Context: an optimization exercise on an open-source flow, tuned for small area. The choices shown serve that exercise and are no tape-out recipe.
The RTL was checked by simulation tests, not by an equivalence proof against the original design.
Power figures rest on the tool's default switching activity, not on a simulated workload.

Setup of rev 12:
==> flow/design.v <==
module param_synch_fifo #(parameter WIDTH = 16,
                          parameter DEPTH = 32,
                          parameter PTR_WIDTH = 6) (clk,rstn,write,read,din,dout,empty,full);
input clk,rstn;
input write,read;
input [WIDTH-1:0] din;
output reg [WIDTH-1:0] dout;
output wire empty, full;
localparam AW = PTR_WIDTH-1;
reg [AW-1:0] idx;
reg e;
reg p;
assign empty = e;
assign full = ~e & (&idx);
wire push = write & ~full;
wire pop  = read & ~e;
wire pushn = ~push;
always @(posedge clk or negedge rstn)
begin
		if (!rstn)
				p <= 1'b0;
		else
				p <= ~p;
end
wire [WIDTH-1:0] word [0:DEPTH];
assign word[0] = din ^ {WIDTH{p}};
genvar g, b;
generate
		for (g = 0; g < DEPTH; g = g + 1) begin : gw
				reg [WIDTH-1:0] w;
				wire [WIDTH-1:0] nx;
				for (b = 0; b < WIDTH; b = b + 1) begin : gb
						fifo_o22ai u (.a1(word[g][b]), .a2(pushn), .b1(w[b]), .b2(push), .y(nx[b]));
				end
				always @(posedge clk)
						w <= nx;
				assign word[g+1] = w;
		end
endgenerate
wire up = push & ~pop;
wire dn = pop & ~push;
always @(posedge clk)
begin
		idx <= e ? {AW{1'b0}} : idx + {{(AW-1){dn}}, up | dn};
end
always @(posedge clk or negedge rstn)
begin
		if (!rstn)
				e <= 1'b1;
		else if (push)
				e <= 1'b0;
		else if (pop & (idx == {AW{1'b0}}))
				e <= 1'b1;
end
wire [DEPTH:0] sel;
generate
		for (g = 0; g < DEPTH; g = g + 1) begin : gsel
				assign sel[g] = pop & (idx == g);
		end
endgenerate
assign sel[DEPTH] = ~pop;
localparam NG = (DEPTH+1)/3;
wire [WIDTH-1:0] src [0:DEPTH];
generate
		for (g = 0; g < DEPTH; g = g + 1) begin : gsrc
				assign src[g] = word[g+1];
		end
endgenerate
assign src[DEPTH] = dout;
wire [WIDTH-1:0] rdata;
wire fix = pop & p;
generate
		for (b = 0; b < WIDTH; b = b + 1) begin : gbit
				wire [NG-1:0] q;
				for (g = 0; g < NG; g = g + 1) begin : ggrp
						fifo_aoi222 u (.a1(sel[3*g]),   .a2(src[3*g][b]),
						               .b1(sel[3*g+1]), .b2(src[3*g+1][b]),
						               .c1(sel[3*g+2]), .c2(src[3*g+2][b]), .y(q[g]));
				end
				assign rdata[b] = ~(&q) ^ fix;
		end
endgenerate
always @(posedge clk or negedge rstn)
begin
		if (!rstn)
				dout <= {WIDTH{1'b0}};
		else
				dout <= rdata;
end
endmodule
module fifo_o22ai (a1, a2, b1, b2, y);
input a1, a2, b1, b2;
output y;
assign y = ~((a1 | a2) & (b1 | b2));
endmodule
module fifo_aoi222 (a1, a2, b1, b2, c1, c2, y);
input a1, a2, b1, b2, c1, c2;
output y;
assign y = ~((a1 & a2) | (b1 & b2) | (c1 & c2));
endmodule
==> flow/config.mk <==
export PLATFORM = sky130hd
export DESIGN_NAME = param_synch_fifo
export DESIGN_NICKNAME = param_synch_fifo
export VERILOG_FILES = /design/flow/design.v
export SDC_FILE = /design/flow/constraint.sdc
export NUM_CORES = 4
export LEC_CHECK = 0
export CAP_MARGIN = 20
export CORE_MARGIN = 2
export CORE_UTILIZATION = 55
export CTS_BUF_LIST = sky130_fd_sc_hd__clkbuf_8
export CTS_CLUSTER_DIAMETER = 50
export CTS_CLUSTER_SIZE = 16
export PLACE_DENSITY = 0.7
export SLEW_MARGIN = 20
export SYNTH_HIERARCHICAL = 1
==> flow/constraint.sdc <==
create_clock -name core_clock -period 5.0 [get_ports {clk}]
set_input_delay 1.0000 -clock core_clock [delete_from_list [all_inputs] [get_ports {clk}]]
set_output_delay 1.0000 -clock core_clock [all_outputs]
set_load 0.01 [all_outputs]
run.sh (not shown) runs the stock make flow with config.mk's settings and CLKGATE_MAP_FILE= SYNTH_SCRIPT=/design/flow/synth_recipe.tcl, a recipe that flattens the netlist after the stock synthesis.
Changes in rev 13 relative to rev 12:
==> flow/design.v <==
module param_synch_fifo #(parameter WIDTH = 16,
                          parameter DEPTH = 32,
                          parameter PTR_WIDTH = 6) (clk,rstn,write,read,din,dout,empty,full);
input clk,rstn;
input write,read;
input [WIDTH-1:0] din;
output reg [WIDTH-1:0] dout;
output wire empty, full;
localparam AW = PTR_WIDTH-1;
reg [WIDTH*DEPTH-1:0] sr;
reg [AW-1:0] idx;
reg e;
assign empty = e;
assign full = ~e & (&idx);
wire push = write & ~full;
wire pop  = read & ~e;
always @(posedge clk)
begin
		if (push)
				sr <= {sr[WIDTH*(DEPTH-1)-1:0], din};
end
wire up = push & ~pop;
wire dn = pop & ~push;
always @(posedge clk)
begin
		idx <= e ? {AW{1'b0}} : idx + {{(AW-1){dn}}, up | dn};
end
always @(posedge clk or negedge rstn)
begin
		if (!rstn)
				e <= 1'b1;
		else if (push)
				e <= 1'b0;
		else if (pop & (idx == {AW{1'b0}}))
				e <= 1'b1;
end
wire [DEPTH:0] sel;
genvar g, b;
generate
		for (g = 0; g < DEPTH; g = g + 1) begin : gsel
				assign sel[g] = pop & (idx == g);
		end
endgenerate
assign sel[DEPTH] = ~pop;
localparam NG = (DEPTH+1)/3;
wire [WIDTH*(DEPTH+1)-1:0] src = {dout, sr};
wire [WIDTH-1:0] rdata;
generate
		for (b = 0; b < WIDTH; b = b + 1) begin : gbit
				wire [NG-1:0] p;
				for (g = 0; g < NG; g = g + 1) begin : ggrp
						fifo_aoi222 u (.a1(sel[3*g]),   .a2(src[WIDTH*(3*g)+b]),
						               .b1(sel[3*g+1]), .b2(src[WIDTH*(3*g+1)+b]),
						               .c1(sel[3*g+2]), .c2(src[WIDTH*(3*g+2)+b]), .y(p[g]));
				end
				assign rdata[b] = ~(&p);
		end
endgenerate
always @(posedge clk or negedge rstn)
begin
		if (!rstn)
				dout <= {WIDTH{1'b0}};
		else
				dout <= rdata;
end
endmodule
module fifo_aoi222 (a1, a2, b1, b2, c1, c2, y);
input a1, a2, b1, b2, c1, c2;
output y;
assign y = ~((a1 & a2) | (b1 & b2) | (c1 & c2));
endmodule
Findings:
In rev 13, the global-route usage came out 9.7 points below the value in rev 12.
| via count | rev 13 vs rev 12 | better |
[rev 13 vs rev 12] total number of nets in the final design: lower in rev 13
Compared with rev 12, in rev 13 upper clock frequency limit shows a reduction of 1.7%; share of the final layout cell area in multi-input gates shows a reduction of 19 points; design area shows an increase of 9.9%; switching share of total power shows a reduction of 7.8 points; multi-input combinational cell count shows a reduction of about 60%.

afterwards: timing with drivers on the ports:
Ports are ideal in the flow. The routed layouts listed here were re-timed in OpenROAD. Step 1, drivers: a clkbuf_16 drives clk and a buf_2 each remaining input, both assumed. Step 2 adds t to the input delays and takes it off the output delays; t is the mean of the earliest and latest rising clock arrival at the registers after step 1. Input paths then give back, and output paths get back, about the clock's delay inside the block. Slacks: ideal ports / drivers / drivers and shift; pairs: ideal ports / drivers.
run | t (ns) | setup slack, ns | worst register clock-pin slew, ns | cell pins on the clock port's net
rev 12 | 0.625 | 1.524 / 1.476 / 1.080 | 0.10 / 0.10 | 1
rev 13 | 0.617 | 1.463 / 1.420 / 0.956 | 0.10 / 0.10 | 1
After both steps setup and hold are still met in every run listed. For rev 13, which loses most, drivers alone change the setup slack by -0.043 ns; drivers and shift together by -0.507 ns.
